This is an optimization exercise on Yosys and OpenROAD, whose aim is small area, a short achievable clock period and few clock cycles per item, not a production implementation. At most, simulation tests tie the RTL to the original design; equivalence was not proved. Function not checked in run 6: the RTL went through the layout flow alone.

**design.v**
```verilog
module bnn_layer0 (
    input  wire        clk,
    input  wire        reset_n,
    input  wire        i_run,
    output wire        o_idle,
    output wire        o_done,
    output wire [6:0]  addr_input,
    output wire        ce_input,
    input  wire [27:0] q_input,
    output wire [1:0]  addr_weight,
    output wire        ce_weight,
    input  wire [26:0] q_weight,
    output wire [6:0]  addr_output,
    output wire        we_output,
    output wire [25:0] d_output
);
localparam LAT = 2;               
localparam END = 87 + LAT;        
reg        busy;
reg  [6:0] cnt;                   
reg  [1:0] m3;                    
reg  [6:0] a_in;
reg  [1:0] rch;
reg        we;
reg  [6:0] a_out;
reg  [1:0] och;
reg        done;
wire start = i_run & ~busy;
always @(posedge clk or negedge reset_n) begin
    if (!reset_n) begin
        busy  <= 1'b0;
        cnt   <= 7'd0;
        m3    <= 2'd0;
        we    <= 1'b0;
        done  <= 1'b0;
    end else begin
        done <= busy && (cnt == END);
        if (start) begin
            busy <= 1'b1;
            cnt  <= 7'd1;
            m3   <= 2'd2;
        end else if (busy) begin
            cnt <= cnt + 7'd1;
            m3  <= (m3 == 2'd2) ? 2'd0 : m3 + 2'd1;
            if (cnt == END) busy <= 1'b0;
        end
        we <= busy && (cnt >= 9 + LAT) && (cnt <= 86 + LAT);
    end
end
wire nidle;
bnn_idle u_idle (
    .clk     (clk),
    .reset_n (reset_n),
    .d       (busy ? (cnt != END) : i_run),
    .q       (nidle)
);
wire nce;
bnn_idle u_nce (
    .clk     (clk),
    .reset_n (reset_n),
    .d       (busy & (cnt > 7'd82) & (cnt != END)),
    .q       (nce)
);
wire ce_in = ~nce;
always @(posedge clk or negedge reset_n) begin
    if (!reset_n) begin
        a_in <= 7'd0;
        rch  <= 2'd0;
    end else if (ce_in && (busy || i_run)) begin
        if (rch == 2'd2) begin
            rch  <= 2'd0;
            a_in <= a_in - 7'd55;
        end else begin
            rch  <= rch + 2'd1;
            a_in <= a_in + 7'd28;
        end
    end else begin
        a_in <= 7'd0;
        rch  <= 2'd0;
    end
end
always @(posedge clk) begin
    if (start) begin
        a_out <= 7'd0;
        och   <= 2'd0;
    end else if (we) begin
        if (och == 2'd2) begin
            och   <= 2'd0;
            a_out <= a_out - 7'd51;
        end else begin
            och   <= och + 2'd1;
            a_out <= a_out + 7'd26;
        end
    end
end
assign o_idle      = ~nidle;
assign o_done      = done;
assign addr_input  = a_in;
assign ce_input    = ce_in;
assign addr_weight = m3;
assign ce_weight   = busy;
assign addr_output = a_out;
assign we_output   = we;
reg [27:0] qd1, qd2;              
always @(posedge clk) begin
    qd1 <= q_input;
    qd2 <= qd1;
end
reg [27:0] win [0:8];
reg ld;
always @(posedge clk or negedge reset_n) begin
    if (!reset_n) ld <= 1'b0;
    else          ld <= busy && (cnt != END) && (m3 == 2'd0);
end
always @(posedge clk) begin
    if (ld) begin
        win[0] <= win[1]; win[1] <= win[2]; win[2] <= qd2;
        win[3] <= win[4]; win[4] <= win[5]; win[5] <= qd1;
        win[6] <= win[7]; win[7] <= win[8]; win[8] <= q_input;
    end
end
wire [25:0] res;
genvar s;
generate
    for (s = 0; s < 9; s = s + 1) begin : g_s
        wire [27:0] ww = win[s];
    end
endgenerate
bnn_group #(.NC(7)) u_g0 (.clk(clk), .q_weight(q_weight), .res(res[25:19]),
    .ws({g_s[0].ww[27:19], g_s[1].ww[27:19], g_s[2].ww[27:19], g_s[3].ww[27:19], g_s[4].ww[27:19],
         g_s[5].ww[27:19], g_s[6].ww[27:19], g_s[7].ww[27:19], g_s[8].ww[27:19]}));
bnn_group #(.NC(6)) u_g1 (.clk(clk), .q_weight(q_weight), .res(res[18:13]),
    .ws({g_s[0].ww[20:13], g_s[1].ww[20:13], g_s[2].ww[20:13], g_s[3].ww[20:13], g_s[4].ww[20:13],
         g_s[5].ww[20:13], g_s[6].ww[20:13], g_s[7].ww[20:13], g_s[8].ww[20:13]}));
bnn_group #(.NC(7)) u_g2 (.clk(clk), .q_weight(q_weight), .res(res[12:6]),
    .ws({g_s[0].ww[14:6], g_s[1].ww[14:6], g_s[2].ww[14:6], g_s[3].ww[14:6], g_s[4].ww[14:6],
         g_s[5].ww[14:6], g_s[6].ww[14:6], g_s[7].ww[14:6], g_s[8].ww[14:6]}));
bnn_group #(.NC(6)) u_g3 (.clk(clk), .q_weight(q_weight), .res(res[5:0]),
    .ws({g_s[0].ww[7:0], g_s[1].ww[7:0], g_s[2].ww[7:0], g_s[3].ww[7:0], g_s[4].ww[7:0],
         g_s[5].ww[7:0], g_s[6].ww[7:0], g_s[7].ww[7:0], g_s[8].ww[7:0]}));
reg [25:0] d_out;
always @(posedge clk) d_out <= res;
assign d_output = d_out;
endmodule
module bnn_idle (
    input  wire clk,
    input  wire reset_n,
    input  wire d,
    output reg  q
);
always @(posedge clk or negedge reset_n) begin
    if (!reset_n) q <= 1'b0;
    else          q <= d;
end
endmodule
module bnn_group #(
    parameter NC = 7
) (
    input  wire              clk,
    input  wire [9*(NC+2)-1:0] ws,
    input  wire [26:0]       q_weight,
    output wire [NC-1:0]     res
);
localparam NB = NC + 2;
reg [26:0] w_reg;                 
always @(posedge clk) w_reg <= q_weight;
genvar j, s, k;
generate
    for (j = 0; j < NC; j = j + 1) begin : g_col
        wire [26:0] d, w;
        for (s = 0; s < 9; s = s + 1) begin : g_s
            for (k = 0; k < 3; k = k + 1) begin : g_k
                assign d[s*3 + k] = ws[(8 - s)*NB + NB - 1 - j - k];
                assign w[s*3 + k] = w_reg[26 - (s*3 + k)];
            end
        end
        bnn_col u_col (.clk(clk), .d(d), .w(w), .o(res[NC - 1 - j]));
    end
endgenerate
endmodule
module bnn_col (
    input  wire        clk,
    input  wire [26:0] d,
    input  wire [26:0] w,
    output wire        o
);
wire [26:0] m = d ^ w;
wire [8:0] s1, c1;                
wire [2:0] as_, ac, bs, bc;       
genvar i;
generate
    for (i = 0; i < 9; i = i + 1) begin : g_l1
        bnn_fa u_fa (.a(m[3*i]), .b(m[3*i+1]), .c(m[3*i+2]), .s(s1[i]), .co(c1[i]));
    end
    for (i = 0; i < 3; i = i + 1) begin : g_l2
        bnn_fa u_fa1 (.a(s1[3*i]), .b(s1[3*i+1]), .c(s1[3*i+2]), .s(as_[i]), .co(ac[i]));
        bnn_fa u_fa2 (.a(c1[3*i]), .b(c1[3*i+1]), .c(c1[3*i+2]), .s(bs[i]), .co(bc[i]));
    end
endgenerate
wire x0 = (as_[0] & as_[1]) | (as_[0] & as_[2]) | (as_[1] & as_[2]);
wire y_s, y_c, z_s, z_c, u_s, u_c;
bnn_fa u_y (.a(ac[0]), .b(ac[1]), .c(ac[2]), .s(y_s), .co(y_c));
bnn_fa u_z (.a(bs[0]), .b(bs[1]), .c(bs[2]), .s(z_s), .co(z_c));
bnn_fa u_u (.a(bc[0]), .b(bc[1]), .c(bc[2]), .s(u_s), .co(u_c));
reg [2:0] ra, rb;                 
reg       rc;                     
always @(posedge clk) begin
    ra <= {x0, y_s, z_s};
    rb <= {y_c, z_c, u_s};
    rc <= u_c;
end
wire a_ge1 = |ra;
wire a_eq3 = &ra;
wire b_ge1 = |rb;
wire b_ge2 = (rb[0] & rb[1]) | (rb[0] & rb[2]) | (rb[1] & rb[2]);
wire b_eq3 = &rb;
wire ge = (rc & (b_ge2 | (b_ge1 & a_ge1) | a_eq3))
        | (b_eq3 & a_ge1)
        | (b_ge2 & a_eq3);
assign o = ~ge;
endmodule
module bnn_fa (
    input  wire a,
    input  wire b,
    input  wire c,
    output wire s,
    output wire co
);
assign s  = a ^ b ^ c;
assign co = (a & b) | (a & c) | (b & c);
endmodule
```
**flow/run.sh**
```bash
#!/bin/bash
# The standard layout (standard.sh), with plain buffers instead of delay cells
# on the ports: buffer_ports otherwise picks a delay-cell buffer, whose
# footprint the later resizing then keeps.
set -o pipefail
cp standard.sh standard_copy.txt 2>/dev/null
export BUFFER_PORTS_ARGS="-buffer_cell sky130_fd_sc_hd__buf_2"
bash standard.sh > standard.log 2>&1
```
**standard.sh**
```bash
#!/bin/bash
# synth_recipe.tcl (not shown) runs the flow's synth.tcl, then flattens the netlist and writes it again
# the make line also repeats each setting of config.mk as NAME=value (left out here)
make -C /OpenROAD-flow-scripts/flow DESIGN_CONFIG=/design/flow/config.mk WORK_HOME=/design/flow/orfs CLKGATE_MAP_FILE= SYNTH_SCRIPT=/design/flow/synth_recipe.tcl "${@:-finish}"
```
**config.mk**
```make
export PLATFORM = sky130hd
export DESIGN_NAME = bnn_layer0
export DESIGN_NICKNAME = bnn_layer0
export VERILOG_FILES = /design/flow/design.v
export SDC_FILE = /design/flow/constraint.sdc
export NUM_CORES = 4
export LEC_CHECK = 0
export CAP_MARGIN = 20
export CORE_MARGIN = 2
export CORE_UTILIZATION = 40
export CTS_CLUSTER_DIAMETER = 80
export CTS_CLUSTER_SIZE = 20
export PLACE_DENSITY = 0.6
export SETUP_SLACK_MARGIN = 3.6
export SLEW_MARGIN = 20
export SYNTH_HIERARCHICAL = 1
export SYNTH_MINIMUM_KEEP_SIZE = 0
```
**constraint.sdc**
```tcl
create_clock -name core_clock -period 6.0 [get_ports {clk}]
set_input_delay 1.2000 -clock core_clock [delete_from_list [all_inputs] [get_ports {clk}]]
set_output_delay 1.2000 -clock core_clock [all_outputs]
set_load 0.01 [all_outputs]
```
==> results of run 1 <==
## final cells by class
type / instances / area [um2]
clock buffers: 66 / 1226
inverters: 38 / 142.6
well taps: 1144 / 1431
multi-input cells: 1585 / 18550
diodes: 3 / 7.507
flip-flops and latches: 657 / 15980
repair buffers: 139 / 832.0
clock inverters: 12 / 125.1
fillers: 7437 / 46720
## Yosys stat by module, one instance, submodules excluded, a selection
module,times used,cell area (um2),cells
bnn_layer0,1,10850,513
bnn_col,26,452.9,46
bnn_idle,2,25.02,1
bnn_fa,468,20.02,1
## cell families after synthesis
logic type	count (synthesis)	synth area share (%)
adders and majority gates	503	28.48
muxes	2	0.05853
DFF	657	46.18
xor gates and xnor gates	710	18.18
AOI/OAI and AO/OA	224	4.404
buffers and inverters	45	0.4974
and+or+nand+nor	146	2.206
## worst max-delay path by stage
| stage | from | endpoint | slack (ns) | cells past startpoint |
|---|---|---|---|---|
| 3_5_place_dp | u_g2.w_reg[8]$_DFF_P_ | u_g2.g_col[3].u_col.ra[1]$_DFF_P_ | 3.48 | 4 |
| 5_1_grt | win[0][19]$_DFFE_PP_ | u_g1.g_col[1].u_col.ra[1]$_DFF_P_ | 3.58 | 4 |
| 3_3_place_gp | u_g2.w_reg[8]$_DFF_P_ | u_g2.g_col[3].u_col.ra[1]$_DFF_P_ | 3.49 | 4 |
| 6_report | win[7][11]$_DFFE_PP_ | u_g2.g_col[2].u_col.ra[0]$_DFF_P_ | 3.62 | 4 |
| 4_1_cts | busy$_DFF_PN0_ | ce_weight | 3.52 | 1 |
| 2_1_floorplan | ld$_DFF_PN0_ | win[0][0]$_DFFE_PP_ | 3.55 | 0 |
## layer usage
layer	global-route usage (%)	part of all wire, %	wire length (um)	up-vias
met5	0	0.052	42	-
met4	3.819	1.7	1362	8
li1	-	-	-	7921
met3	4.475	6.5	5188	90
met1	26.03	44	35380	9455
met2	30.31	48	38050	410
## cell usage in the layout (no fill, tap or decap), types with 27 or more instances in the layout
cell type / count
sky130_fd_sc_hd__xor2_1: 675
sky130_fd_sc_hd__fa_1: 433
sky130_fd_sc_hd__dfxtp_1: 269
sky130_fd_sc_hd__edfxtp_1: 252
sky130_fd_sc_hd__buf_2: 100
sky130_fd_sc_hd__dfxtp_2: 98
sky130_fd_sc_hd__o21ai_1: 53
sky130_fd_sc_hd__clkbuf_16: 46
sky130_fd_sc_hd__nand2_1: 42
sky130_fd_sc_hd__inv_1: 37
sky130_fd_sc_hd__a21oi_1: 37
sky130_fd_sc_hd__fa_2: 35
sky130_fd_sc_hd__buf_4: 31
sky130_fd_sc_hd__o21ai_0: 30
sky130_fd_sc_hd__xor2_2: 29
sky130_fd_sc_hd__and2_1: 27
sky130_fd_sc_hd__a31o_2: 27
## through the flow
stage	utilization [%]	setup slack (ns)	cell area [um2]	hold WS, ns
3_5_place_dp	42.54	3.482	36160	0.3329
3_3_place_gp	42.54	3.493	36160	0.3297
6_report	45.04	3.621	38290	0.3427
5_1_grt	45.04	3.578	38290	0.3486
2_1_floorplan	-	3.552	34210	0.3265
4_1_cts	44.34	3.522	37690	0.3439
## worst max-delay path, stage by stage, from the launching register on
cell and delay (ns):
sky130_fd_sc_hd__edfxtp_1 0.56, sky130_fd_sc_hd__xor2_2 0.22, sky130_fd_sc_hd__fa_1 0.44, sky130_fd_sc_hd__fa_1 0.58
sky130_fd_sc_hd__fa_1 0.45
## timing repair
action / CTS / global route
pin swaps: 4 / 19
endpoints found under the setup margin: 105 / 101
cloned: 0 / 0
resized for setup: 87 / 115
hold buffers: 0 / 0
buffers inserted: 8 / 25
==> results.txt, run 1 <==
Synthesis produced a netlist whose cell count is 2287. STA puts the critical path data arrival time at 2.86 ns. The number of max-slew violations in the final report is 0. The HPWL after detailed placement is 62330 um.

The tree is rooted in a sky130_fd_sc_hd__clkbuf_16. The number of flip-flops under the largest register name is 252. The number of DRC violations after detailed-routing iteration 0 is 1143.

By area the synthesized netlist is led by sky130_fd_sc_hd__fa_1 (27%), sky130_fd_sc_hd__dfxtp_1 (22%), sky130_fd_sc_hd__edfxtp_1 (22%), sky130_fd_sc_hd__xor2_1 (18%), sky130_fd_sc_hd__dfrtp_1 (1.8%). The number of antenna violations at the first check in global routing is 8. The minimum period implied by the final worst setup slack is 2.379 ns. The net count of the finished layout came out at 2999. The worst clock skew on the final layout came out at 0.03017 ns. The share of the synthesized area in the top cell type is 27.39%. The per-cell via count in the routed design is 4.908. In this run the tool buffered the top-level ports with 104 buffer cells.

The count of max-cap constraint violations is 0. The die covers 0.08787 mm2. The detailed router placed 17884 vias in this run. sky130_fd_sc_hd__xor2_1 is the most common cell in the netlist. The flip-flop and latch count after synthesis came out at 657. For hold timing, the worst endpoint is qd2[19]$_DFF_P_. The tightest min-delay check is of the flip-flop to flip-flop type.

The number of warnings issued by yosys came out at 12. The average wire per standard cell came out at 21.96 um. The cell depth of the worst min-delay path is 0. The first global-routing pass estimated 122600 um of wire. The proportion of synthesized flip-flops having asynchronous set or reset came out at 3.653%.

TritonCTS built the clock tree. The reg2reg setup slack came out at 3.62 ns. The weighted congestion reported at the end of routability-driven placement came out at 0.8785. After global routing the overflow that remains totals 0. The final standard cell count with taps included and fillers excluded is 3644. The final number of hold-violating endpoints came out at 0.

The number of enable-type register cells in the synthesized netlist is 252. The overall routing resource usage came out at 18.81%. The largest registers in the layout are win (252), qd1 (28), qd2 (28). Dividing the final minimum period by the clock period gives 39.65%. STA classifies the critical path endpoint as a flip-flop.

The post-synthesis instance area came out at 0.03421 mm2. The number of global-route vias before repair came to 20141. The total nets after synthesis is 2822. The slew of the pin with the lowest slew margin came out at 1.106 ns. Among all flip-flop cells after synthesis, the most frequent one is sky130_fd_sc_hd__dfxtp_1. By count the netlist is led by sky130_fd_sc_hd__xor2_1 (704), sky130_fd_sc_hd__fa_1 (468), sky130_fd_sc_hd__dfxtp_1 (381).

For the worst-skew pair, the clock arrives at the later sink with an insertion delay of 0.61 ns. The count of final setup violators is 0. The fraction of layout instances using a drive strength above 1 is 16.38%. Measured along the x axis, the die boundary spans 296.4 um. The largest total area in the synthesized netlist belongs to sky130_fd_sc_hd__fa_1. The startpoint of the lowest-slack hold path is qd1[19]$_DFF_P_. The routed design has 80020 um of wire. Of the synthesized area, sequential elements account for 46.18%. In this run the standard cell core region covers 0.08501 mm2.

The starting utilization of the core area is 40.24%. Including well taps, the total number of placed cells is 3530. Entering global routing, the biggest net connects 178 pins. The CTS buffer count came out at 43. The clock slew seen by the registers of the worst setup and hold paths came out at 0.08 ns.

The highest fanout seen on the critical path came out at 4. The layout overhead on the synthesized area came out at 11.94%. The die height came out at 296.4 um. The number of sinks on the clock net is 657. The number of iterations in the first detailed-routing pass is 6.

The maximum achievable frequency is 420.3 MHz. For the worst setup path, the data required time is 6.48 ns. Measured against its own limit, the worst slew margin works out to 26.26%.

The remaining antenna violation count after routing is 0. The number of core rows came out at 107. The largest register by flop count is win.

In this run the critical register-to-register path is captured at u_g2.g_col[2].u_col.ra[0]$_DFF_P_. The maximum level of the CTS H-tree is 2. The number of top-level pins came out at 105. The depth of the worst register-to-register path is 4.

The worst setup path is of the flip-flop to flip-flop kind. The number of buffers on the longest clock path came out at 3. The worst register-to-register path begins at win[7][11]$_DFFE_PP_. The average cell area after synthesis came out at 14.96 um2.

The flow ran to the end and the layout has no timing, DRC or antenna violations. Setup repair after global routing could not meet its margin everywhere. For this run, design rule violations remaining after detail routing come to 0. The count of unique library cells instantiated by Yosys is 49. The worst setup path is launched from a flip-flop. After routing, the total negative slack on setup checks comes to 0 ns.
Testbench counts, summed over its fixed seeds: cycles 8,648, runs 96.
==> run 2: changes to the inputs <==
==> flow/run.sh (replaced) <==
#!/bin/bash
# The standard layout (standard.sh), with plain buffers instead of delay cells
# on the ports, and cell resizing not held to the cells' footprints.
set -o pipefail
cp standard.sh standard_copy.txt 2>/dev/null
export BUFFER_PORTS_ARGS="-buffer_cell sky130_fd_sc_hd__buf_2"
bash standard.sh MATCH_CELL_FOOTPRINT=0 finish > standard.log 2>&1
==> run 2 against run 1 <==
  * Critical path depth is 1 higher
  * Via count is 0.26% higher
  * Hold slack hardly changed
  * Register-to-register slack hardly changed
  * Sequential share of layout area hardly changed
  * Still clean
  * Wire length is 0.19% higher
==> results.txt, run 2 <==
The flow ran to the end and the layout has no timing, DRC or antenna violations. The die span in x came out at 296.4 um. The most used flip-flop cell after synthesis is sky130_fd_sc_hd__dfxtp_1. The fraction of the yosys area taken by sequential cells came out at 46.18%.

After synthesis, the share of flip-flops with an asynchronous set or reset is 3.653%. The cell area that synthesis handed to floorplanning was 0.03421 mm2. The area inside the core boundary is 0.08501 mm2. The register with the most flip-flops in the layout has 252 of them. The die height is 296.4 um. Counting along the longest clock path gives a buffer depth of 3. STA classifies the critical path startpoint as a flip-flop. The count of unique library cells instantiated by Yosys is 49. Across all setup checks in the final design, the least slack found is 3.616 ns. The floorplan has 107 rows. Of the cells placed in the final design, the portion with a size suffix greater than 1 is 16.38%. The detailed placer's ending HPWL came out at 62330 um. TritonCTS built the clock tree. The die covers 0.08787 mm2. At the placement stage, the worst setup path has a slack of 3.482 ns.

The per-cell via count in the routed design is 4.921. Adding up every negative setup slack in the final design gives 0 ns. The library cell used most frequently in the layout, excluding fill and tap cells, is sky130_fd_sc_hd__xor2_1. In the global route stage, overall resource usage came out at 18.82%.

Counting flops per register, the top entry is win. The global-route wire length before repair is 122600 um. The endpoint identified for the worst register-to-register timing path is u_g2.g_col[6].u_col.ra[1]$_DFF_P_. The number of enable-type register cells in the synthesized netlist came out at 252. The total nets after synthesis came out at 2822. The remaining antenna violation count after routing came out at 0. The overall overflow remaining after global route is 0. The reg2reg setup slack came out at 3.62 ns. Of the available clock period, the critical path in the final layout requires 39.74%.

The depth of the worst register-to-register path came out at 5. The share of the synthesized area in the top cell type is 27.39%. The post-route standard cell area excluding fillers is 0.03829 mm2. The number of top-level pins is 105. The tool flagged a number of max-cap violations equal to 0. The origin of the critical flop-to-flop path is win[7][7]$_DFFE_PP_.

Buffers inserted during clock tree synthesis total 43. The total number of vias came out at 17931. The number of warnings issued by yosys is 12. Entering global routing, the biggest net connects 178 pins. Sorting the synthesized cells by area gives the leading types as sky130_fd_sc_hd__fa_1 (27%), sky130_fd_sc_hd__dfxtp_1 (22%), sky130_fd_sc_hd__edfxtp_1 (22%), sky130_fd_sc_hd__xor2_1 (18%), sky130_fd_sc_hd__dfrtp_1 (1.8%). sky130_fd_sc_hd__fa_1 takes more of the synthesized area than any other cell. The net count of the finished layout is 2999. The layout overhead on the synthesized area is 11.95%. The cell sitting at the root of the clock tree is a sky130_fd_sc_hd__clkbuf_16.

The cell area after placement came out at 0.03616 mm2. The number of max-slew violations in the final report is 0.

The cell depth of the worst min-delay path came out at 0. Setup repair after global routing could not meet its margin everywhere. The slew of the pin with the lowest slew margin is 1.113 ns. The worst setup path category is flip-flop to flip-flop.

The most frequent cell after synthesis is sky130_fd_sc_hd__xor2_1. The sum of routed wire segments on met1 is 35680 um. The met2 wire length is 38040 um.

Sorting the synthesized cells by how often they occur yields sky130_fd_sc_hd__xor2_1 (704), sky130_fd_sc_hd__fa_1 (468), sky130_fd_sc_hd__dfxtp_1 (381). For this design, the sink count on the clock tree is 657. In the synthesized netlist, the number of instances is 2287.

The overall routed net length is 80170 um. In the layout the commonest cells are sky130_fd_sc_hd__xor2_1 (675), sky130_fd_sc_hd__fa_1 (433), sky130_fd_sc_hd__dfxtp_1 (269), sky130_fd_sc_hd__edfxtp_1 (252), sky130_fd_sc_hd__buf_2 (99). The worst hold path terminates at qd2[19]$_DFF_P_.

After detailed routing, the number of remaining DRC violations is 0. The count of final setup violators is 0. The data required time of the worst path came out at 6.49 ns. Clock-pin slew was measured on the worst setup and hold paths at 0.09 ns.

The final number of hold-violating endpoints is 0. The highest metal layer with signal wires is met5. The number of antenna violations at the first check in global routing came to 8. The maximum level of the CTS H-tree is 2. Across the routed clock network, the largest skew measured is 0.02930 ns. The number of global-route vias before repair is 20151. The total met3 wirelength after detailed routing is 5009 um. The startpoint of the lowest-slack hold path is qd1[19]$_DFF_P_. The flip-flop and latch count after synthesis came out at 657. The path type of the worst min-delay path is flip-flop to flip-flop. The starting utilization of the core area came out at 40.24%.

The highest fanout seen on the critical path came out at 3. STA classifies the critical path endpoint as a flip-flop. For this run, the detailed router's first-pass iteration total came to 5. The average wire per standard cell came out at 22.00 um.

The headroom to the max-slew limit came out at 25.82%. The number of DRC violations after detailed-routing iteration 0 is 1125. After filler insertion, the fill cell instance count of the layout stands at 7437. In the final layout, the registers with the most flip-flops are win (252), qd1 (28), qd2 (28). The later-pin clock latency in the skew report is 0.61 ns.

The data arrival time of the worst path is 2.88 ns. The minimum period implied by the final worst setup slack came out at 2.384 ns. The count of port buffers added during placement is 104. The weighted congestion reported at the end of routability-driven placement is 0.8785. Based on the critical path, the design can be clocked at up to 419.4 MHz. The average cell area after synthesis is 14.96 um2.
==> run 2: worst max-delay path by stage <==
stage	start	endpoint	depth (start not counted)
after floorplan	ld$_DFF_PN0_	win[0][0]$_DFFE_PP_	0
after global placement	u_g2.w_reg[8]$_DFF_P_	u_g2.g_col[3].u_col.ra[1]$_DFF_P_	4
after detailed placement	u_g2.w_reg[8]$_DFF_P_	u_g2.g_col[3].u_col.ra[1]$_DFF_P_	4
after CTS	busy$_DFF_PN0_	ce_weight	1
after global routing	win[0][19]$_DFFE_PP_	u_g1.g_col[1].u_col.ra[1]$_DFF_P_	4
final	win[7][7]$_DFFE_PP_	u_g2.g_col[6].u_col.ra[1]$_DFF_P_	5
==> run 2: through the flow <==
step,util (%),hold WS (ns),std cells
2_1_floorplan,-,0.3265,2287
3_3_place_gp,42.54,0.3297,3530
3_5_place_dp,42.54,0.3329,3530
4_1_cts,44.34,0.3439,3616
5_1_grt,45.04,0.3486,3642
6_report,45.04,0.3428,3644
==> run 2: area by class of cell <==
| class | count | area (um2) | share of cell area [%] |
|---|---|---|---|
| inverter | 38 | 142.6 | 0.3725 |
| timing repair buffer | 139 | 834.6 | 2.179 |
| clock inverter | 12 | 125.1 | 0.3267 |
| tap | 1144 | 1431 | 3.738 |
| sequential | 657 | 15980 | 41.73 |
| clock buffer | 66 | 1226 | 3.202 |
| antenna | 3 | 7.507 | 0.01960 |
| multi-input combinational | 1585 | 18550 | 48.43 |
==> run 2: routing by layer <==
metal / track usage, % / vias up
met5: 0 / -
met4: 3.819 / 8
met3: 4.475 / 97
met2: 30.33 / 429
met1: 26.03 / 9471
li1: - / 7926
==> run 2: modules after synthesis, one instance, submodules excluded, excerpt <==
module,flops+latches,cells,times used
bnn_layer0,365,513,1
bnn_col,7,46,26
bnn_idle,1,1,2
bnn_fa,0,1,468
==> run 2: kinds of logic after synthesis <==
logic type | after synthesis | synth area share, %
AOI/OAI and AO/OA | 224 | 4.404
and+or+nand+nor | 146 | 2.206
DFF | 657 | 46.18
xor gates and xnor gates | 710 | 18.18
adders and majority gates | 503 | 28.48
muxes | 2 | 0.05853
buffers and inverters | 45 | 0.4974
==> run 2: repair_timing <==
item,4_1_cts,5_1_grt
pin swaps,4,19
resized for setup,87,115
endpoints found under the setup margin,105,101
hold buffers,0,0
setup buffers,8,25
==> run 2: critical path: stages (launching register included) <==
cell and delay [ns]:
sky130_fd_sc_hd__edfxtp_1 0.51, sky130_fd_sc_hd__buf_4 0.20, sky130_fd_sc_hd__xor2_1 0.20, sky130_fd_sc_hd__fa_2 0.49
sky130_fd_sc_hd__fa_1 0.45, sky130_fd_sc_hd__fa_1 0.43
==> run 3: changes to the inputs <==
==> run.sh (new file) <==
#!/bin/bash
# synth_recipe.tcl (not shown) runs the flow's synth.tcl, then flattens the netlist and writes it again
# the make line also repeats each setting of config.mk as NAME=value (left out here)
make -C /OpenROAD-flow-scripts/flow DESIGN_CONFIG=/design/flow/config.mk WORK_HOME=/design/flow/orfs CLKGATE_MAP_FILE= SYNTH_SCRIPT=/design/flow/synth_recipe.tcl finish
--- a/config.mk
+++ b/config.mk
@@ -12,5 +12,5 @@
 export CTS_CLUSTER_SIZE = 20
 export PLACE_DENSITY = 0.6
-export SETUP_SLACK_MARGIN = 3.6
+export SETUP_SLACK_MARGIN = 3.7
 export SLEW_MARGIN = 20
 export SYNTH_HIERARCHICAL = 1
removed: flow/run.sh
removed: standard.sh
==> run 3 against run 2 <==
  * Global-route usage fell by 0.31 points
  * Hold slack improved by 0.0069 ns
  * Via count is essentially flat
  * Still clean on timing, DRC and antenna
  * Critical path type is now flip-flop to output pin
==> results.txt, run 3 <==
The number of iterations in the first detailed-routing pass came out at 5. The total nets after synthesis is 2822. The worst clock skew on the final layout came out at 0.01905 ns.

At the pin with the least slew margin, the transition time is 0.8145 ns. After detailed routing, the total wire length is 79260 um. The number of warnings issued by yosys came out at 12. Across the run, the number of max-cap violations was 0. The number of global-route vias before repair is 20406. The cell depth of the worst min-delay path is 0. Clock tree synthesis inserted a total of 43 buffers. The CTS tree is done. The layout overhead on the synthesized area came out at 19.55%.

The overall overflow remaining after global route came out at 0. The post-synthesis instance area is 0.03421 mm2. The number of max-slew violations in the final report is 0. The path type of the worst min-delay path is flip-flop to flip-flop. In the synthesized netlist the dominant register cell turns out to be sky130_fd_sc_hd__dfxtp_1. The average cell area after synthesis came out at 14.96 um2. The fraction of the yosys area taken by sequential cells is 46.18%.

The number of enable-type register cells in the synthesized netlist is 252. The number of buffers on the longest clock path came out at 3. After the last flow step, the layout net total stands at 3053. In the layout the commonest cells are sky130_fd_sc_hd__xor2_1 (538), sky130_fd_sc_hd__dfxtp_1 (262), sky130_fd_sc_hd__edfxtp_1 (252), sky130_fd_sc_hd__fa_1 (250), sky130_fd_sc_hd__fa_2 (218). Measured against its own limit, the worst slew margin works out to 45.70%. The number of antenna violations at the first check in global routing is 9.

The met1 usage is 25.82%. The count of final setup violators is 0. The root cell of the clock tree is sky130_fd_sc_hd__clkbuf_16. The run finished with no timing, DRC or antenna violations. Detailed routing inserted a total of 17921 vias.

Setup repair after global routing could not meet its margin everywhere. The synthesized netlist cell count came out at 2287. The count of unique library cells instantiated by Yosys came out at 49.

The later-pin clock latency in the skew report is 0.60 ns. The met2 global-route usage came out at 30.57%. The data required time of the worst path is 4.80 ns.

The number of core rows is 107. The starting utilization of the core area is 40.24%. In the global route stage, overall resource usage came out at 18.51%. The largest incremental delay on the critical path came out at 0.41 ns.

Global routing consumed, on the met3 layer, 3.377% of the routing resources. The number of flip-flops under the largest register name came out at 252. In this run the number of cells on the critical path is 1.

Ranked by flip-flop count, first place goes to win. The floorplan step defined a core boundary enclosing 0.08501 mm2. In this run the remaining antenna-violating nets after routing total 0.

After the first detailed-routing iteration, the DRC count stood at 915. Measured along the x axis, the die boundary spans 296.4 um. Port buffering added 104 buffers. The detailed placer's ending HPWL is 61160 um. The proportion of synthesized flip-flops having asynchronous set or reset is 3.653%. The number of buffers inserted for hold repair after clock tree synthesis came out at 0. The flip-flop and latch count after synthesis came out at 657.

The cell type of the slowest stage on the worst timing path is sky130_fd_sc_hd__dfrtp_1. The full die area came out at 0.08787 mm2. The endpoint type of the worst setup path is an output pin. Entering global routing, the biggest net connects 135 pins. The worst setup path category is flip-flop to output pin. By instance count, the leading cell after synthesis is sky130_fd_sc_hd__xor2_1.

The layer flagged by global routing as most heavily used is met2. The final period utilization came out at 39.27%. The largest registers in the layout are win (252), qd1 (28), qd2 (28).

At the worst endpoint, the arrival time is 1.16 ns. The fraction of layout instances using a drive strength above 1 came out at 29.56%. The cell family contributing the most delay on the critical path is flip-flops. Dividing the detail-routed via count by the number of cells gives 4.844. Summed over all failing endpoints, the final setup total negative slack is 0 ns. During I/O placement, the number of pins put on the boundary was 105. The clock slew seen by the registers of the worst setup and hold paths is 0.08 ns.

After detailed routing, the number of remaining DRC violations is 0. The highest fanout seen on the critical path is 2. STA classifies the critical path startpoint as a flip-flop. The critical path goes through buf_2. The number of buffer and inverter instances along the worst setup path is 1. The minimum period implied by the final worst setup slack is 2.356 ns. The library cell used most frequently in the layout, excluding fill and tap cells, is sky130_fd_sc_hd__xor2_1. The maximum achievable frequency is 424.4 MHz. In the synthesized netlist, the cells that appear most often are sky130_fd_sc_hd__xor2_1 (704), sky130_fd_sc_hd__fa_1 (468), sky130_fd_sc_hd__dfxtp_1 (381). By area the synthesized netlist is led by sky130_fd_sc_hd__fa_1 (27%), sky130_fd_sc_hd__dfxtp_1 (22%), sky130_fd_sc_hd__edfxtp_1 (22%), sky130_fd_sc_hd__xor2_1 (18%), sky130_fd_sc_hd__dfrtp_1 (1.8%). The final number of hold-violating endpoints came out at 0. Measured in cells, the most critical reg-to-reg path has a length of 4. The tree built by TritonCTS fans out to 657 sinks. The maximum level of the CTS H-tree is 2.

In this run the vertical extent of the chip is 296.4 um. The share of the synthesized area in the top cell type is 27.39%. The congestion estimate from routability-driven global placement came to 0.8940. The cell taking the most area after synthesis is sky130_fd_sc_hd__fa_1. The global-route wire length before repair is 121500 um.

The average wire per standard cell is 21.42 um. The tightest hold margin came out at 0.3497 ns.
==> run 3: cell counts after synthesis <==
No cell type changed its count.
==> run 3: modules after synthesis, one instance, submodules excluded, excerpt <==
module      times used  cell area, um2
bnn_layer0           1           10850
bnn_col             26           452.9
bnn_idle             2           25.02
bnn_fa             468           20.02
==> run 3: worst paths after layout <==
check / end / startpoint / slack [ns]
worst min-delay path: qd2[2]$_DFF_P_ / qd1[2]$_DFF_P_ / 0.35
worst min register to register: qd2[2]$_DFF_P_ / qd1[2]$_DFF_P_ / 0.35
worst max-delay path: addr_input[0] / a_in[0]$_DFFE_PN0P_ / 3.64
worst max register to register: u_g0.g_col[4].u_col.ra[0]$_DFF_P_ / win[5][21]$_DFFE_PP_ / 3.64
max in group asynchronous: ld$_DFF_PN0_ / reset_n / 5.00
min in group asynchronous: m3[1]$_DFFE_PN0P_ / reset_n / 0.59
==> run 3: layout make-up <==
class / instances / area, um2
sequential: 657 / 16110
fill: 7169 / 44120
clock inverter: 11 / 138.9
inverter: 38 / 142.6
tap: 1144 / 1431
multi-input combinational: 1585 / 20120
clock buffer: 67 / 1291
antenna: 5 / 12.51
timing repair buffer: 193 / 1648
==> run 3: logic make-up (layout without fill, tap and decap cells) <==
group | count (synthesis) | in the layout | share of synthesized area, %
mux | 2 | 2 | 0.05853
flops | 657 | 657 | 46.18
compound gates | 224 | 224 | 4.404
xor+xnor | 710 | 710 | 18.18
fa+ha+maj | 503 | 503 | 28.48
buf+inv | 45 | 309 | 0.4974
other cells | 0 | 5 | 0
simple gates | 146 | 146 | 2.206
==> run 3: timing repair <==
item	in CTS	in global routing
pin swaps	48	143
cloned	0	0
buffers inserted	48	39
setup endpoints to repair	218	210
gates resized for setup	436	381
==> run 3: stage by stage <==
step	instance area [um2]	util, %	cells	setup slack [ns]
CTS	38820	45.67	3656	3.609
finish	40900	48.11	3700	3.644
global placement	36680	43.15	3530	3.304
detailed placement	36680	43.15	3530	3.306
floorplan	34210	-	2287	3.552
global route	40880	48.09	3695	3.579
==> run 3: metal layers <==
metal | vias up | wire length (um)
met2 | 383 | 38630
met5 | - | 42
met3 | 83 | 4604
met1 | 9551 | 34790
met4 | 6 | 1200
li1 | 7898 | -
==> run 4: changes to the inputs <==
--- a/config.mk
+++ b/config.mk
@@ -12,6 +12,7 @@
 export CTS_CLUSTER_SIZE = 20
 export PLACE_DENSITY = 0.6
-export SETUP_SLACK_MARGIN = 3.7
+export SETUP_SLACK_MARGIN = 3.6
 export SLEW_MARGIN = 20
 export SYNTH_HIERARCHICAL = 1
 export SYNTH_MINIMUM_KEEP_SIZE = 0
+export TNS_END_PERCENT = 10
==> run 4 against run 3 <==
  * Non-clock buffer count decreased by 70
  * Die area unchanged
  * Clock skew decreased by 0.0020 ns
==> results.txt, run 4 <==
The flow ran to the end and the layout has no timing, DRC or antenna violations. The number of max-slew violations in the final report is 0. STA puts the critical path data required time at 4.80 ns.

The Yosys step of the flow raised 12 warnings. The fraction of the yosys area taken by sequential cells is 46.18%. After routing, the total negative slack on setup checks comes to 0 ns. Among all flip-flop cells after synthesis, the most frequent one is sky130_fd_sc_hd__dfxtp_1.

The detailed placer's ending HPWL came out at 61160 um. The number of core rows came out at 107. The weighted congestion reported at the end of routability-driven placement came out at 0.8940.

The overall overflow remaining after global route is 0. For this run, the post-layout net count is 2983. Data on the critical path arrives at its endpoint at 1.31 ns. The number of enable-type register cells in the synthesized netlist came out at 252. The number of nets handed over by synthesis was 2822.

The starting utilization of the core area came out at 40.24%. The global-route wire length before repair is 120700 um. The top cell types in the final layout, fill and taps aside, are sky130_fd_sc_hd__xor2_1 (697), sky130_fd_sc_hd__fa_1 (464), sky130_fd_sc_hd__dfxtp_1 (321), sky130_fd_sc_hd__edfxtp_1 (252), sky130_fd_sc_hd__clkdlybuf4s50_1 (56). The critical path is of the flip-flop to output pin type. For the worst-skew pair, the clock arrives at the later sink with an insertion delay of 0.60 ns. In this run the worst hold path is classified as flip-flop to flip-flop. The number of global-route vias before repair is 20312. Setup repair after global routing could not meet its margin everywhere. The per-cell via count in the routed design is 4.888. The share of the synthesized area in the top cell type came out at 27.39%.

In this run the tightest slew margin relative to its limit is 32.35%. Yosys mapped the design onto 49 distinct sky130hd cell types. The cell family contributing the most delay on the critical path is flip-flops. Along the worst path, the maximum fanout reaches 4. Together, buffers and inverters on the worst path number 1. The CTS tree is done.

The remaining antenna violation count after routing is 0. The average cell area after synthesis came out at 14.96 um2. The proportion of synthesized flip-flops having asynchronous set or reset came out at 3.653%. The largest incremental delay on the critical path is 0.42 ns. The average wire per standard cell is 21.47 um.

In the post-synthesis netlist, the biggest area contributors are sky130_fd_sc_hd__fa_1 (27%), sky130_fd_sc_hd__dfxtp_1 (22%), sky130_fd_sc_hd__edfxtp_1 (22%), sky130_fd_sc_hd__xor2_1 (18%), sky130_fd_sc_hd__dfrtp_1 (1.8%). Pin placement for this block handled 105 I/O pins. The total number of vias came out at 17729.

The worst clock skew on the final layout is 0.01709 ns. The final critical path takes up 41.80% of the cycle. The die span in x is 296.4 um. The cell taking the most area after synthesis is sky130_fd_sc_hd__fa_1. The endpoint type of the worst setup path is an output pin.

The largest net degree at the start of global routing came out at 135. The die height is 296.4 um. After clock tree synthesis, the flow added hold-fix buffers numbering 0. The largest registers in the layout are win (252), qd1 (28), qd2 (28). The clock slew seen by the registers of the worst setup and hold paths came out at 0.08 ns. The number of iterations in the first detailed-routing pass came out at 5. The critical path goes through dlygate4sd2_1. Setup violations remaining at the end of the flow were counted as 0. The full die area is 0.08787 mm2. The setup check on the worst reg-to-reg path leaves a slack of 3.54 ns. The post-synthesis instance area came out at 0.03421 mm2. The number of sinks on the clock net came out at 657. The largest register by flop count is win. The maximum level of the CTS H-tree is 2. The worst setup slack after layout is 3.492 ns. The count of port buffers added during placement is 104. The floorplan step defined a core boundary enclosing 0.08501 mm2.

The minimum period implied by the final worst setup slack is 2.508 ns. STA classifies the critical path startpoint as a flip-flop. The flip-flop and latch count after synthesis is 657.

From synthesis to final layout, the design area changed by 12.03%. The root buffer cell chosen for the clock tree is sky130_fd_sc_hd__clkbuf_16. The number of flip-flops under the largest register name came out at 252. The pre-CTS worst setup slack is 3.306 ns. The most frequent cell after synthesis is sky130_fd_sc_hd__xor2_1. In the final layout, the share of cells above drive strength 1 is 8.102%. The overall routed net length came out at 77860 um. The detailed-route DRC error count came out at 0.

The final number of hold-violating endpoints came to 0. At the pin with the least slew margin, the transition time is 1.015 ns. The number of buffers on the longest clock path came out at 3. After synthesis, the most frequently instantiated cells are sky130_fd_sc_hd__xor2_1 (704), sky130_fd_sc_hd__fa_1 (468), sky130_fd_sc_hd__dfxtp_1 (381). In the global route stage, overall resource usage came out at 18.39%. On the critical path, the stage with the largest delay is an instance of sky130_fd_sc_hd__dfrtp_1. The CTS buffer count came out at 43. The most frequent standard cell in the layout excluding fill and tap cells is sky130_fd_sc_hd__xor2_1. The count of max-cap constraint violations came out at 0. The maximum achievable frequency came out at 398.8 MHz. The synthesized netlist cell count came out at 2287. The number of antenna violations at the first check in global routing came out at 11.

The number of DRC violations after detailed-routing iteration 0 is 983.
## run 4: cell count changes in the layout (fill, tap and decap cells not counted), moves of 33 or more
cell / before / now
sky130_fd_sc_hd__dfxtp_1: 262 / 321
sky130_fd_sc_hd__buf_4: 72 / 17
sky130_fd_sc_hd__dfxtp_4: 63 / 12
sky130_fd_sc_hd__dlygate4sd2_1: 0 / 33
sky130_fd_sc_hd__fa_2: 218 / 4
sky130_fd_sc_hd__fa_1: 250 / 464
sky130_fd_sc_hd__buf_6: 33 / 0
sky130_fd_sc_hd__xor2_2: 160 / 7
sky130_fd_sc_hd__xor2_1: 538 / 697
## run 4: layout make-up
cell class                 instances  area (um2)
tap                             1144        1431
sequential                       657       15910
clock buffer                      67        1291
multi-input combinational       1585       18300
clock inverter                    11       138.9
antenna                            2       5.005
timing repair buffer             123        1099
fill                            7466       46690
inverter                          38       142.6
## run 4: layer usage
layer  share of wire [%]  global-route usage (%)  up-vias
met5               0.054                       0        -
met4                 1.5                   3.166        6
met3                 5.6                   3.586       72
met2                  48                   30.19      378
met1                  45                   25.72     9372
li1                    -                       -     7901
## run 4: repair_timing
action                                  in CTS  in global routing
endpoints found under the setup margin     139                192
buffers inserted                            16                  1
resized for setup                           97                 73
## run 4: final timing paths
path,depth (start not counted),endpoint,startpoint
worst min register to register,0,qd2[2]$_DFF_P_,qd1[2]$_DFF_P_
min in group asynchronous,1,cnt[3]$_DFFE_PN0P_,reset_n
worst max-delay path,1,addr_weight[1],m3[1]$_DFFE_PN0P_
max in group asynchronous,1,ld$_DFF_PN0_,reset_n
worst max register to register,4,u_g3.g_col[4].u_col.ra[1]$_DFF_P_,u_g3.w_reg[14]$_DFF_P_
worst min-delay path,0,qd2[2]$_DFF_P_,qd1[2]$_DFF_P_
## run 4: per-module statistics from Yosys (local to each module, per instance), a selection
module / cells / flip-flops and latches
bnn_col: 46 / 7
bnn_fa: 1 / 0
bnn_idle: 1 / 1
bnn_layer0: 513 / 365
## run 4: per-stage QoR
step / util, % / instances / instance area [um2] / hold WS (ns)
finish: 45.08 / 3627 / 38320 / 0.3506
global route: 45.07 / 3625 / 38320 / 0.3563
CTS: 44.89 / 3624 / 38160 / 0.3522
detailed placement: 43.15 / 3530 / 36680 / 0.3347
global placement: 43.15 / 3530 / 36680 / 0.3286
floorplan: - / 2287 / 34210 / 0.3265
## run 4: cell families (layout without fill, tap and decap cells)
kind of cell	count (synthesis)	in the layout	synth area share, %
multiplexers	2	2	0.05853
buffers and inverters	45	239	0.4974
AND/OR/NAND/NOR	146	146	2.206
XOR/XNOR	710	710	18.18
AO/OA/AOI/OAI	224	224	4.404
flip-flops	657	657	46.18
adder cells (fa/ha/maj)	503	503	28.48
other	0	2	0
==> run 5: changes to the inputs <==
--- a/config.mk
+++ b/config.mk
@@ -16,3 +16,2 @@
 export SYNTH_HIERARCHICAL = 1
 export SYNTH_MINIMUM_KEEP_SIZE = 0
-export TNS_END_PERCENT = 10
==> run 5 against run 4 <==
  * Still clean on timing, DRC and antenna
  * Core utilization grew 0.25 points
  * Critical path depth grew 3
  * Setup slack gained 0.13 ns
  * Die area is the same
  * Design area grew 0.56%
  * Final cell count grew 0.44%
  * Via count grew 0.12%
  * Clock skew grew 0.00075 ns
  * Maximum frequency grew 5.3%
  * Sequential share of layout area shrank 0.060 points
  * Area after synthesis is the same
  * Largest cell class unchanged
==> results.txt, run 5 <==
Buffers placed on the I/O ports in this run total 104. The number of sinks on the clock net came out at 657. The HPWL after detailed placement is 61160 um. By area the synthesized netlist is led by sky130_fd_sc_hd__fa_1 (27%), sky130_fd_sc_hd__dfxtp_1 (22%), sky130_fd_sc_hd__edfxtp_1 (22%), sky130_fd_sc_hd__xor2_1 (18%), sky130_fd_sc_hd__dfrtp_1 (1.8%). The proportion of synthesized flip-flops having asynchronous set or reset came out at 3.653%.

The minimum period implied by the final worst setup slack came out at 2.381 ns. The post-route standard cell area excluding fillers is 0.03853 mm2. For this run, design rule violations remaining after detail routing come to 0. By count the netlist is led by sky130_fd_sc_hd__xor2_1 (704), sky130_fd_sc_hd__fa_1 (468), sky130_fd_sc_hd__dfxtp_1 (381). The count of nets left with antenna violations once routing finished came out at 0. CTS placed an instance of sky130_fd_sc_hd__clkbuf_16 at the clock tree root. The total nets after synthesis is 2822. The count of max-cap constraint violations came out at 0.

Pin placement for this block handled 105 I/O pins. Clock-pin slew was measured on the worst setup and hold paths at 0.09 ns. The overall overflow remaining after global route came out at 0.

The count of placed standard cells including taps came out at 3530. The slowest stage of the critical path is the sky130_fd_sc_hd__fa_2 cell. Counting every instance in the synthesized netlist gives 2287. At the worst endpoint, the required time is 6.47 ns.

The average cell area after synthesis came out at 14.96 um2. The synthesized netlist contains 49 unique library cells. The layout overhead on the synthesized area is 12.65%.

For this run, the leading register cell type out of synthesis is sky130_fd_sc_hd__dfxtp_1. In the final layout, the share of cells above drive strength 1 is 12.29%. The fraction of the yosys area taken by sequential cells is 46.18%. The depth of the worst register-to-register path is 4.

The number of core rows is 107. Dividing the detail-routed wire length by the instance count gives 21.42 um. The total met3 wirelength after detailed routing came out at 4160 um. The tightest min-delay check is of the flip-flop to flip-flop type.

The slew of the pin with the lowest slew margin is 1.007 ns. The top cell type by area accounts for 27.39% of the synthesized area. The number of global-route vias before repair came to 20323. The cell depth of the worst min-delay path is 0. The highest fanout seen on the critical path is 4. Using the TritonRoute via totals, the vias-per-cell ratio works out to 4.873. The worst setup path is captured at a flip-flop. The run finished with no timing, DRC or antenna violations. The number of max-slew violations in the final report was 0. For this block, wires on met1 add up to 35260 um. Buffers inserted to repair hold after CTS numbered 0. The most critical setup path has its startpoint at win[5][25]$_DFFE_PP_. The count of final setup violators came out at 0. Excluding fillers, the count of instances in the completed layout stands at 3643.

The overall routing resource usage came out at 18.40%. The top cell types in the final layout, fill and taps aside, are sky130_fd_sc_hd__xor2_1 (694), sky130_fd_sc_hd__fa_1 (448), sky130_fd_sc_hd__dfxtp_1 (269), sky130_fd_sc_hd__edfxtp_1 (252), sky130_fd_sc_hd__dfxtp_2 (100). TritonCTS built the clock tree.

The largest register by flop count is win. The number of DRC violations after detailed-routing iteration 0 is 1004. Summed over all instances, the cell type with the most area after synthesis is sky130_fd_sc_hd__fa_1.

The highest layer touched by signal routing is met5. During synthesis, Yosys emitted a total of 12 warnings. Leaving out fill and tap cells, the most frequent cell in the layout is sky130_fd_sc_hd__xor2_1.

Traced cell by cell, the critical path runs through xor2_1 > fa_1 > fa_2 > fa_1. The maximum level of the CTS H-tree came out at 2. The final number of hold-violating endpoints came out at 0. The cell type with the highest occurrence count on the critical path is sky130_fd_sc_hd__fa_1. The number of iterations in the first detailed-routing pass came out at 6. The endpoint of the lowest-slack register-to-register path is u_g0.g_col[2].u_col.ra[0]$_DFF_P_. The area inside the core boundary is 0.08501 mm2. The net count of the finished layout came out at 2999. The number of buffers on the longest clock path is 3. STA classifies the critical path startpoint as a flip-flop. The starting utilization of the core area is 40.24%. Clock tree synthesis inserted a total of 43 buffers. The overall routed net length is 78020 um. The number of enable-type register cells in the synthesized netlist is 252. The die span in x is 296.4 um. The largest registers in the layout are win (252), qd1 (28), qd2 (28).

The largest net degree at the start of global routing is 135. The filler cell count is 7441. The data arrival time of the worst path came out at 2.86 ns. On the worst path, the slowest cell contributes a delay of 0.60 ns. The worst hold path begins at qd1[2]$_DFF_P_.

The number of buffer and inverter instances along the worst setup path came out at 0. The die height is 296.4 um. Yosys instantiated no cell more often than sky130_fd_sc_hd__xor2_1. The weighted congestion reported at the end of routability-driven placement is 0.8940. Summing all placed instances gives a cell area of 0.03668 mm2. Setup repair after global routing could not meet its margin everywhere. The number of flip-flops under the largest register name is 252. The worst-case hold path end point is qd2[2]$_DFF_P_. The worst register-to-register path begins at win[5][25]$_DFFE_PP_.

In this run the cell area of the synthesized design comes to 0.03421 mm2. The accumulated negative setup slack came out at 0 ns. After layout, the worst path uses 39.68% of the clock period.

The first global-routing pass estimated 120700 um of wire. The flip-flop and latch count after synthesis is 657. The number of antenna violations at the first check in global routing is 12. The headroom to the max-slew limit came out at 32.85%. The later-pin clock latency in the skew report is 0.60 ns. Timing would allow up to 420.0 MHz. The final route contains 17751 vias. The worst clock skew on the final layout is 0.01785 ns. The worst setup path category is flip-flop to flip-flop.

The family with the most delay on the worst path is adder cells. Wire segments on met2 add up to 37440 um in the final route. The reg2reg setup slack is 3.62 ns.

The full die area came out at 0.08787 mm2.
==> run 5: cell types whose count changed in the layout (fill, tap and decap cells not counted), sizes merged <==
cell	change
buf	+29
dlymetal6s2s	-2
clkbuf	+3
dlygate4sd2	-32
clkdlybuf4s15	+18
==> run 5: how the worst max path moves through the flow <==
stage	to	cells past startpoint
detailed placement	ld$_DFF_PN0_	1
CTS	ce_weight	1
finish	u_g0.g_col[2].u_col.ra[0]$_DFF_P_	4
floorplan	win[0][0]$_DFFE_PP_	0
global placement	a_out[3]$_SDFFE_PP0P_	4
global route	u_g1.g_col[2].u_col.ra[1]$_DFF_P_	4
==> run 5: cell type report <==
class | count | area (um2) | area share [%]
clock buffers | 67 | 1291 | 3.351
diodes | 2 | 5.005 | 0.01299
well taps | 1144 | 1431 | 3.715
repair buffers | 139 | 1184 | 3.072
flip-flops and latches | 657 | 15970 | 41.46
inverters | 38 | 142.6 | 0.3702
multi-input cells | 1585 | 18370 | 47.66
clock inverters | 11 | 138.9 | 0.3604
==> run 5: kinds of logic (layout without fill, tap and decap cells) <==
family	after synthesis	after routing	synth area share, %
buffers and inverters	45	255	0.4974
XOR/XNOR	710	710	18.18
AO/OA/AOI/OAI	224	224	4.404
adder cells (fa/ha/maj)	503	503	28.48
flip-flops	657	657	46.18
AND/OR/NAND/NOR	146	146	2.206
multiplexers	2	2	0.05853
other	0	2	0
==> run 5: timing repair <==
item / in CTS / in global routing
endpoints found under the setup margin: 139 / 88
hold endpoints to repair: 0 / 0
buffers inserted: 19 / 14
gates resized for setup: 220 / 88
pin swaps: 0 / 10
==> run 5: modules after synthesis, one instance, submodules excluded, excerpt <==
| module | flops+latches | copies in the design | cells | cell area, um2 |
|---|---|---|---|---|
| bnn_fa | 0 | 468 | 1 | 20.02 |
| bnn_layer0 | 365 | 1 | 513 | 10850 |
| bnn_col | 7 | 26 | 46 | 452.9 |
| bnn_idle | 1 | 2 | 1 | 25.02 |
==> run 5: worst register-to-register path, delay by kind of cell, from the launching register on <==
family / cells / cell delay, ns
fa+ha+maj: 3 / 1.49
xor+xnor: 1 / 0.23
flops: 1 / 0.54
==> run 5: routing by layer <==
layer	GRT usage, %	vias up
met5	0	-
met3	3.467	74
met1	25.75	9375
li1	-	7936
met2	30.27	360
met4	3.178	6
==> run 5: per-stage QoR <==
stage / hold WS [ns] / utilization [%] / setup slack [ns]
6_report: 0.3506 / 45.33 / 3.619
5_1_grt: 0.3563 / 45.32 / 3.581
4_1_cts: 0.3522 / 45.01 / 3.463
3_5_place_dp: 0.3347 / 43.15 / 3.306
3_3_place_gp: 0.3286 / 43.15 / 3.304
2_1_floorplan: 0.3265 / - / 3.552
==> run 6: changes to the inputs <==
--- a/design.v
+++ b/design.v
@@ -199,15 +199,19 @@
 endgenerate
 wire x0 = (as_[0] & as_[1]) | (as_[0] & as_[2]) | (as_[1] & as_[2]);
+reg       rx0;
+reg [2:0] r_ac, r_bs, r_bc;
+always @(posedge clk) begin
+    rx0  <= x0;
+    r_ac <= ac;
+    r_bs <= bs;
+    r_bc <= bc;
+end
 wire y_s, y_c, z_s, z_c, u_s, u_c;
-bnn_fa u_y (.a(ac[0]), .b(ac[1]), .c(ac[2]), .s(y_s), .co(y_c));
-bnn_fa u_z (.a(bs[0]), .b(bs[1]), .c(bs[2]), .s(z_s), .co(z_c));
-bnn_fa u_u (.a(bc[0]), .b(bc[1]), .c(bc[2]), .s(u_s), .co(u_c));
-reg [2:0] ra, rb;                 
-reg       rc;                     
-always @(posedge clk) begin
-    ra <= {x0, y_s, z_s};
-    rb <= {y_c, z_c, u_s};
-    rc <= u_c;
-end
+bnn_fa u_y (.a(r_ac[0]), .b(r_ac[1]), .c(r_ac[2]), .s(y_s), .co(y_c));
+bnn_fa u_z (.a(r_bs[0]), .b(r_bs[1]), .c(r_bs[2]), .s(z_s), .co(z_c));
+bnn_fa u_u (.a(r_bc[0]), .b(r_bc[1]), .c(r_bc[2]), .s(u_s), .co(u_c));
+wire [2:0] ra = {rx0, y_s, z_s};
+wire [2:0] rb = {y_c, z_c, u_s};
+wire       rc = u_c;
 wire a_ge1 = |ra;
 wire a_eq3 = &ra;
--- a/config.mk
+++ b/config.mk
@@ -12,5 +12,5 @@
 export CTS_CLUSTER_SIZE = 20
 export PLACE_DENSITY = 0.6
-export SETUP_SLACK_MARGIN = 3.6
+export SETUP_SLACK_MARGIN = 3.65
 export SLEW_MARGIN = 20
 export SYNTH_HIERARCHICAL = 1
==> run 6 against run 5 <==
  * Clock skew rose by 0.024 ns
  * Sequential cell count is 78 higher
  * Setup slack lost 0.0020 ns
  * Maximum frequency is essentially flat
  * Still clean on timing, DRC and antenna
==> results.txt, run 6 <==
The overall routing resource usage came out at 18.45%. The count of max-cap constraint violations came out at 0. The number of global-route vias before repair is 20818. Ranked by total cell area, the synthesized netlist is headed by sky130_fd_sc_hd__fa_1 (26%), sky130_fd_sc_hd__dfxtp_1 (26%), sky130_fd_sc_hd__edfxtp_1 (21%), sky130_fd_sc_hd__xor2_1 (17%), sky130_fd_sc_hd__dfrtp_1 (1.7%). The flip-flop and latch count after synthesis is 735.

The worst clock skew on the final layout is 0.04221 ns. The number of iterations in the first detailed-routing pass came out at 5. In the synthesized netlist the dominant register cell turns out to be sky130_fd_sc_hd__dfxtp_1. The largest net degree at the start of global routing came out at 108.

The number of DRC violations after detailed-routing iteration 0 came out at 988. For this run, design rule violations remaining after detail routing come to 0. For this run, the number of Yosys warnings is 12. The overall routed net length is 82180 um.

The total met3 wirelength after detailed routing is 3982 um. The area inside the core boundary came out at 0.08851 mm2. In this run the deepest clock path goes through 3 buffers. The overall overflow remaining after global route came out at 0.

The die span in x came out at 303.0 um. The largest registers in the layout are win (252), qd1 (28), qd2 (28). Timing analysis after detailed placement gives a worst setup slack of 3.231 ns. The most frequent standard cell in the layout excluding fill and tap cells is sky130_fd_sc_hd__xor2_1.

Setup total negative slack on the finished layout was measured at 0 ns. The slew of the pin with the lowest slew margin came out at 0.7915 ns. The final critical path takes up 39.71% of the cycle. Summing the sequential cell areas from Yosys gives 48.53% of the chip area. The setup path with the least slack is of type flip-flop to output pin. The count of port buffers added during placement is 104. The die is 303.0 um tall.

The top cell types in the final layout, fill and taps aside, are sky130_fd_sc_hd__xor2_1 (696), sky130_fd_sc_hd__fa_1 (467), sky130_fd_sc_hd__dfxtp_1 (350), sky130_fd_sc_hd__edfxtp_1 (252), sky130_fd_sc_hd__dfxtp_2 (101). Among all cell types in the netlist, the one instantiated most often is sky130_fd_sc_hd__xor2_1. The data arrival time of the worst path is 1.18 ns. In the final routing, the length of wire on met1 measures 36140 um. The first global-routing pass estimated 127100 um of wire. The post-route standard cell area excluding fillers came out at 0.04014 mm2.

The highest fanout seen on the critical path is 2. The filler cell count came out at 7738.

The detailed placer's ending HPWL is 62030 um. The flow ran to the end and the layout has no timing, DRC or antenna violations. The post-synthesis instance area came out at 0.03577 mm2. STA classifies the critical path startpoint as a flip-flop.

The minimum period implied by the final worst setup slack came out at 2.383 ns. The worst pin sits at a relative slew slack of 47.24%. The worst setup path is captured at an output pin. In this run the remaining antenna-violating nets after routing total 0. Routed signal wires occupy layers up through met5.

The complex-gate fraction of the synthesized area is 4.212%. Setup repair after global routing could not meet its margin everywhere. The average instance in the mapped netlist occupies 15.12 um2. Counting distinct cell types in the post-synthesis netlist gives 49. Counting instances in the post-synthesis netlist gives the leading cell types as sky130_fd_sc_hd__xor2_1 (704), sky130_fd_sc_hd__fa_1 (468), sky130_fd_sc_hd__dfxtp_1 (459).

Once placement finished, the instance area stood at 0.03828 mm2. After synthesis, the largest family of logic cells by area is adder cells. The later-pin clock latency in the skew report is 0.64 ns. TritonCTS built the clock tree.

The number of flip-flops under the largest register name is 252. The final number of hold-violating endpoints is 0. The full die area is 0.09183 mm2. Derived from the worst setup path, the maximum achievable clock frequency is 419.7 MHz. Dividing the detail-routed via count by the number of cells gives 4.876.

After synthesis, the largest area contributor takes up 26.19% of total cell area. Buffers inserted during clock tree synthesis total 47.

Pin placement for this block handled 105 I/O pins. Synthesis handed over a netlist of 2365 instances. The share of the synthesized netlist area taken by xor and xnor gates is 17.39%. Traced cell by cell, the critical path runs through buf_6. The number of enable-type register cells in the synthesized netlist is 252. The number of buffer and inverter instances along the worst setup path came out at 1. Counting flops per register, the top entry is win. The weighted congestion reported at the end of routability-driven placement came out at 0.8192. The largest incremental delay on the critical path is 0.43 ns. In the final routed layout, each cell accounts on average for 21.86 um. The number of sinks on the clock net is 735. The starting utilization of the core area came out at 40.41%.

The met2 wire length is 40380 um. The number of max-slew violations in the final report was 0. The number of nets handed over by synthesis was 2900. From synthesis to final layout, the design area changed by 12.22%. Grouping stages by cell kind, the critical path spends the most delay in flip-flops. The tree is rooted in a sky130_fd_sc_hd__clkbuf_16.

The worst setup slack after layout is 3.617 ns. The initialized floorplan defines 109 standard-cell rows. The total number of vias came out at 18335. The post-synthesis share of cell area spent on and, or, nand and nor gates is 2.109%. The mux cell area share after synthesis is 0.05597%.

The fraction of layout instances using a drive strength above 1 is 11.99%. The adder-cell share of the synthesized area came out at 27.24%. sky130_fd_sc_hd__fa_1 takes more of the synthesized area than any other cell.

The data required time of the worst path is 4.80 ns. The count of final setup violators came out at 0. The maximum level of the CTS H-tree is 2.

The cell type of the slowest stage on the worst timing path is sky130_fd_sc_hd__dfrtp_2. The number of antenna violations at the first check in global routing came to 8. The path class of the tightest hold or removal check is flip-flop to flip-flop.

The net count of the finished layout is 3089. In the synthesized netlist the async set-or-reset flop fraction comes to 3.265%. After clock tree synthesis, the clock-pin slew on the worst setup and hold paths is 0.09 ns.
run 6: cell types whose count changed in the layout (fill, tap and decap cells not counted), sizes merged, moves of 3 or more:
cell	previous run	this run
inv	43	50
buf	60	91
dfxtp	381	459
clkinv	5	2
clkdlybuf4s15	19	0
clkbuf	70	74
run 6: cells by family after synthesis:
kind of cell / count (synthesis)
adder cells (fa/ha/maj): 503
flip-flops: 735
XOR/XNOR: 710
AND/OR/NAND/NOR: 146
buffers and inverters: 45
AO/OA/AOI/OAI: 224
multiplexers: 2
run 6: final cells by class:
class                   instances  area [um2]  area share, %
diodes                          2       5.005        0.01247
multi-input cells            1585       18300          45.60
clock inverters                14       162.7         0.4052
flip-flops and latches        735       17520          43.66
repair buffers                147        1236          3.080
well taps                    1165        1458          3.632
inverters                      38       142.6         0.3554
clock buffers                  74        1308          3.257
run 6: what timing repair did:
action                     CTS  global route
resized for setup          288            49
cloned                       0             0
hold buffers                 0             0
setup endpoints to repair   71            47
setup buffers               28            13
pin swaps                    2             7
run 6: Yosys stat by module (local to each module, per instance), a selection:
module | flip-flops and latches | copies in the design | cell area (um2) | cells
bnn_col | 10 | 26 | 513.0 | 49
bnn_fa | 0 | 468 | 20.02 | 1
bnn_idle | 1 | 2 | 25.02 | 1
bnn_layer0 | 365 | 1 | 10850 | 513
run 6: per-stage QoR:
| stage | instances | util, % | hold slack [ns] |
|---|---|---|---|
| 2_1_floorplan | 2365 | - | 0.3265 |
| 3_3_place_gp | 3629 | 43.25 | 0.3305 |
| 3_5_place_dp | 3629 | 43.25 | 0.3327 |
| 4_1_cts | 3745 | 45.07 | 0.3484 |
| 5_1_grt | 3758 | 45.34 | 0.3517 |
| 6_report | 3760 | 45.35 | 0.3503 |
run 6: path summary, 6_finish.rpt:
check	slack, ns	start	cells after the start	to
max reg2reg	3.71	win[7][19]$_DFFE_PP_	5	u_g1.g_col[0].u_col.rx0$_DFF_P_
min reg2reg	0.35	qd1[23]$_DFF_P_	0	qd2[23]$_DFF_P_
max in group asynchronous	5.04	reset_n	1	ld$_DFF_PN0_
min in group asynchronous	0.55	reset_n	1	cnt[3]$_DFFE_PN0P_
max	3.62	a_in[2]$_DFF_PN0_	1	addr_input[2]
min	0.35	qd1[23]$_DFF_P_	0	qd2[23]$_DFF_P_
run 6: metal layers:
| metal | track usage (%) | vias to the layer above |
|---|---|---|
| met5 | 0 | - |
| met4 | 4.410 | 2 |
| met3 | 2.800 | 89 |
| met2 | 31.00 | 379 |
| met1 | 25.20 | 9644 |
| li1 | - | 8221 |

separate check: timing with driven ports:
Ports are ideal in the flow. The routed layouts listed here were re-timed in OpenROAD. Step 1 sets driving cells, clkbuf_16 on the clock port and buf_2 on the other inputs (assumed; they add their load-dependent delay and slew). Step 2 moves the port delays by t, midway between the first and last clock arrival at a register: inputs arrive t later, outputs are due t later. That takes back most of the time a late clock gives input paths. Three values: no drivers, after step 1, after step 2; two values: the first two.
run | t (ns) | slack for setup (ns) | worst setup path at the end | latest minus earliest clock arrival (ns) | worst register clock-pin slew, ns
run 1 | 0.658 | 3.621 / 3.583 / 3.621 | register to register | 0.030 / 0.030 | 0.09 / 0.09
run 2 | 0.657 | 3.616 / 3.580 / 3.616 | register to register | 0.030 / 0.030 | 0.09 / 0.09
run 3 | 0.657 | 3.644 / 3.579 / 3.287 | input to register | 0.023 / 0.022 | 0.09 / 0.09
run 4 | 0.657 | 3.492 / 3.426 / 3.294 | input to register | 0.021 / 0.021 | 0.09 / 0.09
run 5 | 0.657 | 3.619 / 3.576 / 3.287 | input to register | 0.021 / 0.021 | 0.09 / 0.09
run 6 | 0.690 | 3.617 / 3.554 / 3.218 | input to register | 0.049 / 0.050 | 0.09 / 0.09
After both steps every run listed still meets setup and hold. The setup slack of run 6, which loses most, moves by -0.063 ns with the drivers and by -0.399 ns with both steps.
